This design comes from an exercise in tuning for a short achievable clock period and few clock cycles on the open sky130 flow, not from production work. Only simulation tests tie the RTL to the original design; equivalence was not proved.

==> wip/umber <==
Design cpu, start of the top module:
module cpu (
    input  logic        clk, n_rst,
    input  logic        RESET, IRQ,
    input  logic [31:0] ID,
    input  logic [31:0] MRD,
    output logic [31:0] IA,
    output logic [31:0] MWD,
    output logic [31:0] MA,
    output logic        MWR, MOE
);
Settings: LEC_CHECK=0, CAP_MARGIN=20, CORE_MARGIN=2, CORE_UTILIZATION=40, PLACE_DENSITY=0.45, SETUP_SLACK_MARGIN=5, SLEW_MARGIN=20, SYNTH_HIERARCHICAL=1, SYNTH_MINIMUM_KEEP_SIZE=0; clock period 10.5 ns.
standard.sh (not shown) runs the stock make flow with config.mk's settings and CLKGATE_MAP_FILE= SYNTH_SCRIPT=/design/flow/synth_recipe.tcl, a recipe that flattens the netlist after the stock synthesis.
==> flow/flow/run.sh <==
#!/bin/bash
set -euo pipefail
MARGIN=7.5
bash standard.sh synth > log_1_synth.txt 2>&1
bash standard.sh SETUP_SLACK_MARGIN=$MARGIN finish > log_2_layout.txt 2>&1
==> wip/tundra (differences from wip/umber) <==
--- a/flow/design.v
+++ b/flow/design.v
@@ -17,15 +17,14 @@
 logic [BW-1:0] btb_tgt [NB];
 logic [1:0]    btb_cnt [NB];
 logic [2:0]    btb_rr;
 logic        valid_E;
 logic [31:0] a_E, b_E, c_E, pc4_E, ptgt_E;
 logic [BW-1:0] pc_E;
 logic [15:0] lit_E;
-logic [31:0] tgt_E;
 logic        ptk_E;
 logic [4:0]  rc_E;
 logic        we_E, ld_E, st_E, beq_E, bne_E, jmp_E, ctl_E, ill_E;
 logic        r_add_E, r_cmp_E, r_bool_E, r_sh_E, r_link_E;
 logic        sub_E;
 logic [1:0]  cfn_E;      
 logic [1:0]  sfn_E;      
@@ -51,26 +50,21 @@
 logic [NB-1:0] hit_M;
 localparam int NP = 4;
 logic [NP-1:0] pt_v;
 logic [10:0]   pt_tag [NP];
 logic [31:0]   pt_last [NP];
 logic [31:0]   pt_pred [NP];
 logic [1:0]    pt_cnf [NP];
-logic [31:0]   pt_pdat [NP];
-logic [1:0]    pt_pcnf [NP];
-logic [15:0]   lit_M, lit_W, lit_X;
-logic          pupd_W, pupd_X;
-logic [NP-1:0] pidx_W, pidx_X;
 logic [1:0]    pt_rr;
 logic          early_E, ldo_E, early_M, pupd_M;
 logic [31:0]   pa_M;               
 logic [10:0]   ppc_M;
 logic [31:0] pc_F;
 assign pc_F = ~pcn_F;
-logic [31:0] pcb_F, pcbn_F;
+logic [31:0] pcb_F;
 assign IA  = ia_F;
 assign MA  = ma_M;
 assign MWD = sd_M;
 assign MWR = mwr_M;
 logic eok, lflM, vE;
 assign eok  = early_M & (pa_M == y_M);
 assign lflM = early_M & ~eok;
@@ -128,31 +122,30 @@
 always_comb begin
     case (cfn_E)
         2'b00:   cmpbm = eqm;
         2'b01:   cmpbm = ltm;
         default: cmpbm = ltm | eqm;
     endcase
 end
-logic cmsel;
-assign cmsel = cm_E & ~irq_sel;
-assign res   = {res_n[31:1], cmsel ? cmpbm : res_n[0]};
-logic [31:0] tgt;
-assign tgt  = tgt_E;
-logic        az, br_tk, jok, tgtok, mis_z, mis_nz, red_z, red_nz, redirect;
+assign res = {res_n[31:1], (cm_E & ~irq_sel) ? cmpbm : res_n[0]};
+logic [31:0] off, tsum, tgt;
+assign off  = {{14{lit_E[15]}}, lit_E, 2'b00};
+assign tsum = pc4_E + off;
+assign tgt  = {pc4_E[31], tsum[30:0]};
+logic        az, br_tk, jok, mis_z, mis_nz, red_z, red_nz, redirect;
 logic [31:0] jtgt, ctgt, ctgt_z, ctgt_nz, rtgt_z, rtgt_nz;
 logic zmrd, za;
 zero32 ZM (.x(MRD), .z(zmrd));
 zero32 ZA (.x(a), .z(za));
 assign az     = fa_m_E ? zmrd : za;
 assign br_tk  = (beq_E & az) | (bne_E & ~az);
 assign jtgt   = {pc4_E[31] & a[31], a[30:0]};
 assign jok    = ptk_E & (jtgt == ptgt_E);
-assign tgtok  = (tgt_E == ptgt_E);
-assign mis_z  = jmp_E ? ~jok : (ptk_E ? ~(beq_E & tgtok) : beq_E);
-assign mis_nz = jmp_E ? ~jok : (ptk_E ? ~(bne_E & tgtok) : bne_E);
+assign mis_z  = jmp_E ? ~jok : (ptk_E ? ~beq_E : beq_E);
+assign mis_nz = jmp_E ? ~jok : (ptk_E ? ~bne_E : bne_E);
 assign red_z  = reset_r | lflM | irq_take | trap | (exec_E & mis_z);
 assign red_nz = reset_r | lflM | irq_take | trap | (exec_E & mis_nz);
 assign redirect = az ? red_z : red_nz;
 assign ctgt_z  = jmp_E ? jtgt : (beq_E ? tgt : pc4_E);
 assign ctgt_nz = jmp_E ? jtgt : (bne_E ? tgt : pc4_E);
 assign ctgt    = az ? ctgt_z : ctgt_nz;
 always_comb begin
@@ -264,58 +257,45 @@
 logic [31:0] ea_, eb_, ec_;
 assign ea_ = ({32{sL_a}} & MRD) | ({32{sM_a}} & y_M) | ({32{sW_a}} & y_W)
            | ({32{sX_a}} & wd_X) | ({32{is_ldr}} & pc4_F);
 assign eb_ = ({32{sL_b}} & MRD) | ({32{sM_b}} & y_M) | ({32{sW_b}} & y_W)
            | ({32{sX_b}} & wd_X) | ({32{use_lit}} & sxt) | ({32{is_ldr}} & {sxt[29:0], 2'b00});
 assign ec_ = ({32{sL_c}} & MRD) | ({32{sM_c}} & y_M) | ({32{sW_c}} & y_W)
            | ({32{sX_c}} & wd_X);
-logic va0, vb0, vc0;
-logic [31:0] va_n, vb_n, vc_n;
-sel2x32 OPA (.d0(res_n), .d1(rfa), .s0(sE_a), .s1(sR_a), .rest(ea_), .y(va_n));
-sel2x32 OPB (.d0(res_n), .d1(rfb), .s0(sE_b), .s1(sR_b), .rest(eb_), .y(vb_n));
-sel2x32 OPC (.d0(res_n), .d1(rfc), .s0(sE_c), .s1(sR_c), .rest(ec_), .y(vc_n));
-sel3x1 OPA0 (.d0(res_n[0]), .d1(cmpbm), .d2(rfa[0]), .s0(sE_a & ~cmsel), .s1(sE_a & cmsel),
-             .s2(sR_a), .rest(ea_[0]), .y(va0));
-sel3x1 OPB0 (.d0(res_n[0]), .d1(cmpbm), .d2(rfb[0]), .s0(sE_b & ~cmsel), .s1(sE_b & cmsel),
-             .s2(sR_b), .rest(eb_[0]), .y(vb0));
-sel3x1 OPC0 (.d0(res_n[0]), .d1(cmpbm), .d2(rfc[0]), .s0(sE_c & ~cmsel), .s1(sE_c & cmsel),
-             .s2(sR_c), .rest(ec_[0]), .y(vc0));
-assign va = {va_n[31:1], va0};
-assign vb = {vb_n[31:1], vb0};
-assign vc = {vc_n[31:1], vc0};
+sel2x32 OPA (.d0(res), .d1(rfa), .s0(sE_a), .s1(sR_a), .rest(ea_), .y(va));
+sel2x32 OPB (.d0(res), .d1(rfb), .s0(sE_b), .s1(sR_b), .rest(eb_), .y(vb));
+sel2x32 OPC (.d0(res), .d1(rfc), .s0(sE_c), .s1(sR_c), .rest(ec_), .y(vc));
 logic [31:0] ptgt_F, seq, nz_n, nnz_n, nz_s, nnz_s, npc;
 logic        ptk_F;
 logic [NB-1:0] hit_F;
 always_comb begin
     ptk_F  = 1'b0;
     ptgt_F = 32'b0;
     for (int i = 0; i < NB; i++) begin
-        hit_F[i] = btb_v[i] & (btb_tag[i] == ((i < NB/2) ? pcb_F : ~pcbn_F)) & btb_cnt[i][1];
+        hit_F[i] = btb_v[i] & (btb_tag[i] == pcb_F) & btb_cnt[i][1];
         ptk_F  = ptk_F | hit_F[i];
         ptgt_F = ptgt_F | ({32{hit_F[i]}} & btb_tgt[i]);
     end
 end
 assign seq   = ptk_F ? ptgt_F : pc4_F;
 assign nz_n  = red_z  ? rtgt_z  : seq;
 assign nnz_n = red_nz ? rtgt_nz : seq;
 assign nz_s  = red_z  ? rtgt_z  : pc_F;
 assign nnz_s = red_nz ? rtgt_nz : pc_F;
 mux4x32 NPC (.d0(nnz_n), .d1(nz_n), .d2(nnz_s), .d3(nz_s), .s0(az), .s1(stall), .y(npc));
-logic [29:0] tadd;
-assign tadd = {pc_F[30:2], 1'b1} + {sxt[28:0], 1'b1};
 logic [NP-1:0] phit_F;
 logic [31:0]   ppred_F;
 logic          pcnf_F, memE, early_d;
 always_comb begin
     pcnf_F  = 1'b0;
     ppred_F = 32'b0;
     for (int i = 0; i < NP; i++) begin
         phit_F[i] = pt_v[i] & (pt_tag[i] == {pc_F[31], pc_F[11:2]});
-        pcnf_F  = pcnf_F | (phit_F[i] & (pt_cnf[i][1] | pt_pcnf[i][1]));
-        ppred_F = ppred_F | ({32{phit_F[i]}} & (pt_pcnf[i][1] ? pt_pdat[i] : pt_pred[i]));
+        pcnf_F  = pcnf_F | (phit_F[i] & pt_cnf[i][1]);
+        ppred_F = ppred_F | ({32{phit_F[i]}} & pt_pred[i]);
     end
 end
 assign memE    = valid_E & (st_E | (ld_E & ~early_E));
 assign early_d = is_ld & pcnf_F & ~memE;
 logic [NP-1:0] phit_M;
 logic [31:0]   ppred_n [NP];
 always_comb
@@ -324,78 +304,52 @@
         ppred_n[i] = {y_M[30:0], 1'b0} - pt_last[i];
     end
 always_ff @(posedge clk) begin
     for (int i = 0; i < NP; i++) begin
         if (pupd_M & phit_M[i]) begin
             pt_cnf[i]  <= (y_M != pt_pred[i]) ? 2'b00 :
                           ((pt_cnf[i] == 2'b11) ? 2'b11 : pt_cnf[i] + 2'd1);
-            pt_pcnf[i] <= (y_M != pt_pdat[i]) ? 2'b00 :
-                          ((pt_pcnf[i] == 2'b11) ? 2'b11 : pt_pcnf[i] + 2'd1);
             pt_last[i] <= y_M;
             pt_pred[i] <= ppred_n[i];
         end else if (pupd_M & ~(|phit_M) & (pt_rr == 2'(i))) begin
             pt_tag[i]  <= ppc_M;
             pt_cnf[i]  <= 2'b00;
-            pt_pcnf[i] <= 2'b00;
             pt_last[i] <= y_M;
             pt_pred[i] <= y_M;
         end
     end
 end
-logic [NP-1:0] pidx_M;
-logic [31:0]   pdat_n;
-always_comb begin
-    pidx_M = phit_M;
-    if (~(|phit_M))
-        for (int i = 0; i < NP; i++) pidx_M[i] = (pt_rr == 2'(i));
-end
-logic [31:0] pdat_l, pdat_y;
-assign pdat_l = ld_X + {{16{lit_X[15]}}, lit_X};
-assign pdat_y = y_X + {{16{lit_X[15]}}, lit_X};
-assign pdat_n = ldf_X ? pdat_l : pdat_y;
-always_ff @(posedge clk)
-    for (int i = 0; i < NP; i++)
-        if (pupd_X & pidx_X[i])
-            pt_pdat[i] <= pdat_n;
-        else if (pupd_M & ~(|phit_M) & (pt_rr == 2'(i)))
-            pt_pdat[i] <= ~y_M;         
 always_ff @(posedge clk, negedge n_rst) begin
     if (~n_rst) begin
         ia_F    <= 32'b0;
         pcn_F   <= 32'hFFFF_FFFF;
         pcb_F   <= 32'hFFFF_FFFF;
-        pcbn_F  <= 32'h0000_0000;
         valid_E <= 1'b0;
         we_M    <= 1'b0;
         mwr_M   <= 1'b0;
         bupd_M  <= 1'b0;
         pupd_M  <= 1'b0;
-        pupd_W  <= 1'b0;
-        pupd_X  <= 1'b0;
         early_M <= 1'b0;
         pt_v    <= '0;
         pt_rr   <= 2'b0;
         we_W    <= 1'b0;
         we_X    <= 1'b0;
         irq_r   <= 1'b0;
         reset_r <= 1'b0;
         rv      <= 31'b0;
         btb_v   <= '0;
         btb_rr  <= 3'b0;
     end else begin
         ia_F    <= npc;
         pcn_F   <= ~npc;
         pcb_F   <= npc;
-        pcbn_F  <= ~npc;
         valid_E <= ~stall & ~redirect;
         we_M    <= vE & ~reset_r & (irq_sel | we_E);
         pupd_M  <= vE & ~reset_r & ~irq_sel & ldo_E;
         early_M <= vE & ~reset_r & ~irq_sel & early_E;
-        pupd_W  <= pupd_M & ~lflM;
-        pupd_X  <= pupd_W;
         if (pupd_M & ~(|phit_M)) begin
             pt_v[pt_rr] <= 1'b1;
             pt_rr       <= pt_rr + 2'd1;
         end
         mwr_M   <= exec_E & st_E;
         bupd_M  <= exec_E & ctl_E;
         we_W    <= we_M & ~lflM;
@@ -428,15 +382,14 @@
     end
 end
 always_ff @(posedge clk) begin
     a_E     <= va;
     b_E     <= vb;
     c_E     <= vc;
     lit_E   <= ID[15:0];
-    tgt_E   <= {pc_F[31], tadd[29:1], pc_F[1:0]};
     pc_E    <= pc_F;
     pc4_E   <= pc4_F;
     ptgt_E  <= ptgt_F;
     ptk_E   <= ptk_F;
     rc_E    <= dst;
     we_E    <= we_d;
     ld_E    <= is_ld | is_ldr;
@@ -464,19 +417,14 @@
                        | (use_b & ((mE_b & ld_E & early_E) | (~mE_b & mM_b & ldf_M & ~eok))));
     rc_M   <= irq_sel ? 5'd30 : rc_E;
     ldf_M  <= ld_E & ~irq_sel;
     y_M    <= res;
     ma_M   <= early_d ? ppred_F : sum;
     ppc_M  <= {pc_E[31], pc_E[11:2]};
     pa_M   <= ma_M;
-    lit_M  <= lit_E;
-    lit_W  <= lit_M;
-    pidx_W <= pidx_M;
-    lit_X  <= lit_W;
-    pidx_X <= pidx_W;
     sd_M   <= sd;
     btk_M  <= br_tk | jmp_E;
     bpc_M  <= pc_E;
     btgt_M <= ctgt;
     rc_W  <= rc_M;
     ldf_W <= ldf_M & ~eok;               
     y_W   <= eok ? MRD : y_M;
@@ -492,15 +440,12 @@
 endmodule
 module mux4x32 (input logic [31:0] d0, d1, d2, d3, input logic s0, s1, output logic [31:0] y);
 assign y = s1 ? (s0 ? d3 : d2) : (s0 ? d1 : d0);
 endmodule
 module sel2x32 (input logic [31:0] d0, d1, rest, input logic s0, s1, output logic [31:0] y);
 assign y = ({32{s0}} & d0) | ({32{s1}} & d1) | rest;
 endmodule
-module sel3x1 (input logic d0, d1, d2, rest, input logic s0, s1, s2, output logic y);
-assign y = (s0 & d0) | (s1 & d1) | (s2 & d2) | rest;
-endmodule
 module add32 (input logic [31:0] a, b, input logic ci, output logic [31:0] s);
 logic [32:0] s33;
 assign s33 = {a, ci} + {b, ci};
 assign s   = s33[32:1];
 endmodule
==> flow/flow/run.sh (replaced) <==
#!/bin/bash
set -euo pipefail
MARGIN=7.5
bash standard.sh synth > log_1_synth.txt 2>&1
bash standard.sh SETUP_SLACK_MARGIN=$MARGIN POST_GLOBAL_ROUTE_TCL=$PWD/flow/post_grt.tcl finish > log_2_layout.txt 2>&1
==> flow/flow/post_grt.tcl (new file) <==
# Extra setup repair after global routing, with global-route parasitics, stepping the margin
# up so that paths short of each target are worked on, not only the worst one.
foreach m {6.4 6.6 6.8 7.0} {
  estimate_parasitics -global_routing
  repair_timing -setup -setup_margin $m -repair_tns 100 -verbose
  global_route -start_incremental
  detailed_placement
  global_route -end_incremental
}
estimate_parasitics -global_routing
report_worst_slack
write_guides $::env(RESULTS_DIR)/route.guide
==> impl_metrics.ini <==
[cells_and_area]
layout.cells.non_filler = 16890
n_all_inverters = 426

[die]
die_area_um2 = 323000

[power_and_ir_drop]
power.density_nw_per_um2 = 177
p_int_mw = 20.8
powerClk_mw = 10.6

[clock_tree]
clkSinkCount = 2524
clock_latency_ps = 1020
postCtsSetupBuffers = 827

[outcome]
status = timing/DRC/antenna clean

[routing]
routed_via_density = 6.98

[critical_path]
r2r_setup_slack_ps = 6640
crit_family = simple AND/OR/NAND/NOR gates
(the above is from wip/tundra)
==> impl_metrics.ini <==
[outcome]
status = timing/DRC/antenna clean

[clock_tree]
postCtsSetupBuffers = 958
clkSinkCount = 2779

[die]
die_area_um2 = 358000

[cells_and_area]
n_all_inverters = 424
fin_util_pct = 54.5
diodes = 126
layout.cells.non_filler = 18506

[critical_path]
crit_family = compound AO/OA/AOI/OAI gates

[power_and_ir_drop]
powerClk_mw = 11.6
power.density_nw_per_um2 = 219
p_int_mw = 26.1

[timing]
worstMarginPinSlew_ps = 1280
fmax_mhz = 250

[global_routing]
grt-busiest-layer = met2

[routing]
routed_via_density = 7.02
(the above is from wip/umber)
Testbench counts of wip/umber, summed over its fixed seeds: cycles 75,428.
Testbench counts of wip/tundra, summed over its fixed seeds: cycles 76,525.

-- separate check: timing with driven ports --
Ports are ideal in the flow. The routed layouts listed here were re-timed in OpenROAD.
Step 1: set_driving_cell puts a clkbuf_16 on clk and a buf_2 on each other input, an assumption about the parent block.
Step 2 also shifts input and output timing later by t, the mid clock arrival at the registers, as if the neighbouring blocks saw the same clock.
a / b / c = no drivers / after step 1 / after step 2; a / b = the first two.
run | t, ns | setup WS [ns] | slew at the worst register clock pin (ns) | worst slew at a driven data input, ns | cell pins on the clock port's net
wip/umber | 1.113 | 6.493 / 6.493 / 5.470 | 0.07 / 0.07 | 0.26 | 1
wip/tundra | 1.079 | 6.504 / 6.545 / 5.466 | 0.07 / 0.07 | 0.26 | 1
After both steps setup and hold are still met in every run listed. The setup slack of wip/tundra, which loses most, moves by +0.041 ns with the drivers and by -1.038 ns with both steps.
